This design comes from an exercise in tuning for small area on the open sky130 flow, not from production work. The RTL was checked by simulation tests, not by an equivalence proof against the original design.

Setup of rev 12:
==> module custom_bram_controller, before the edit <==
module custom_bram_controller (
    input  wire        clk,
    input  wire        rst,
    output wire        enb,
    output wire        capture,     
    output wire [31:0] addrb,
    output wire [31:0] dinb,
    output wire [3:0]  web,
    output wire        rstb
);
    reg [4:0] ring;
    always @(posedge clk) begin
        if (rst)
            ring <= 5'd0;
        else
            ring <= {ring[3:0], ~(ring[4] | ring[3])};
    end
    assign enb     = ring[1] & ~ring[2];
    assign capture = ring[1] & ~ring[2];
    assign addrb   = 32'd0;
    assign dinb    = 32'd0;
    assign web     = 4'd0;
    assign rstb    = rst;
endmodule
==> flow/config.mk <==
export PLATFORM = sky130hd
export DESIGN_NAME = pid_periph
export DESIGN_NICKNAME = pid_periph
export VERILOG_FILES = /design/flow/design.v
export SDC_FILE = /design/flow/constraint.sdc
export NUM_CORES = 4
export LEC_CHECK = 0
export CAP_MARGIN = 20
export CORE_MARGIN = 2
export CORE_UTILIZATION = 70
export GPL_TIMING_DRIVEN = 0
export SLEW_MARGIN = 20
==> flow/constraint.sdc <==
create_clock -name core_clock -period 10.0 [get_ports {clk}]
set_input_delay 2.0000 -clock core_clock [delete_from_list [all_inputs] [get_ports {clk}]]
set_output_delay 2.0000 -clock core_clock [all_outputs]
set_load 0.01 [all_outputs]
standard.sh (not shown) runs the stock make flow with config.mk's settings and CLKGATE_MAP_FILE= SYNTH_SCRIPT=/design/flow/synth_recipe.tcl, a recipe that flattens the netlist after the stock synthesis.
==> flow/flow/run.sh <==
#!/bin/bash
# The standard layout with these changes:
# - synthesis maps logic with an area-oriented ABC script (flow/abc.script)
#   instead of ORFS's delay-oriented one; everything else in synthesis,
#   including flip-flop mapping and naming, is ORFS's own script unchanged;
# - the smallest buffer (buf_1) on every port;
# - a smaller clock tree (clkbuf_8, small sink clusters, no dummy loads);
# - pins may sit one track apart;
# - constant outputs share their tie cells;
# - placement is not timing driven, so synthesis buffers are removed by a
#   hook (flow/pre_gpl.tcl) before global placement, as timing-driven
#   placement would.
set -euo pipefail
WORK="$PWD"
rm -rf "$WORK/scripts"
cp -r "$FLOW_HOME/scripts" "$WORK/scripts"
cp "$WORK/flow/abc.script" "$WORK/scripts/abc_speed.script"
export SCRIPTS_DIR="$WORK/scripts"
export BUFFER_PORTS_ARGS="-buffer_cell sky130_fd_sc_hd__buf_1"
export CTS_ARGS="-sink_clustering_enable -repair_clock_nets -dont_use_dummy_load -buf_list sky130_fd_sc_hd__clkbuf_8 -sink_clustering_size 15 -sink_clustering_max_diameter 60"
export PLACE_PINS_ARGS="-min_distance 1 -min_distance_in_tracks"
export SKIP_REPAIR_TIE_FANOUT=1
export PRE_GLOBAL_PLACE_TCL="$WORK/flow/pre_gpl.tcl"
bash standard.sh > standard.log 2>&1
==> flow/flow/abc.script <==
&get -n
&st
&dc2
&dch -f
&nf -a -p -R 1000
&put
==> flow/flow/pre_gpl.tcl <==
remove_buffers
Rev 12 went all the way through synthesis, placement and routing and the layout is clean on timing, DRC and antenna.
The inputs of rev 13 differ from those of rev 12 as listed below.
--- a/flow/design.v
+++ b/flow/design.v
@@ -222,15 +222,15 @@
     output wire [3:0]  web,
     output wire        rstb
 );
-    reg [4:0] ring;
+    reg [3:0] phase;
     always @(posedge clk) begin
-        if (rst)
-            ring <= 5'd0;
+        if (rst || phase == 4'd8)
+            phase <= 4'd0;
         else
-            ring <= {ring[3:0], ~(ring[4] | ring[3])};
+            phase <= phase + 4'd1;
     end
-    assign enb     = ring[1] & ~ring[2];
-    assign capture = ring[1] & ~ring[2];
+    assign enb     = (phase == 4'd2);
+    assign capture = (phase == 4'd2);
     assign addrb   = 32'd0;
     assign dinb    = 32'd0;
     assign web     = 4'd0;
--- outcome ---
- Rev 13 and rev 12 ended up with roughly the same clock power.
- Looking at rev 12 and rev 13, the via count is a wash.
- Rev 13 ended up with a lower wire length on met3 than rev 12 did.
- Per the comparison of rev 13 with rev 12, post-synthesis instance area saw little to no change; final instance count without filler cells saw an increase.

[what the ideal ports hide]
No port has a modelled driver above. Below, the same layouts with a new extraction and two added sets of constraints. Step 1, drivers: a clkbuf_16 drives clk and a buf_2 each remaining input, both assumed. Step 2 also shifts input and output timing later by t, the mid clock arrival at the registers, as if the neighbouring blocks saw the same clock. Slacks: ideal ports / drivers / drivers and shift; pairs: ideal ports / drivers.
run	t, ns	slack for setup (ns)	latest minus earliest clock arrival (ns)	slew at the worst register clock pin (ns)
rev 12	0.614	4.793 / 4.762 / 4.762	0.056 / 0.056	0.10 / 0.10
rev 13	0.613	5.215 / 5.194 / 5.194	0.043 / 0.043	0.10 / 0.10
After both steps every run listed still meets setup and hold. For rev 12, which loses most, drivers alone change the setup slack by -0.031 ns; drivers and shift together by -0.031 ns.
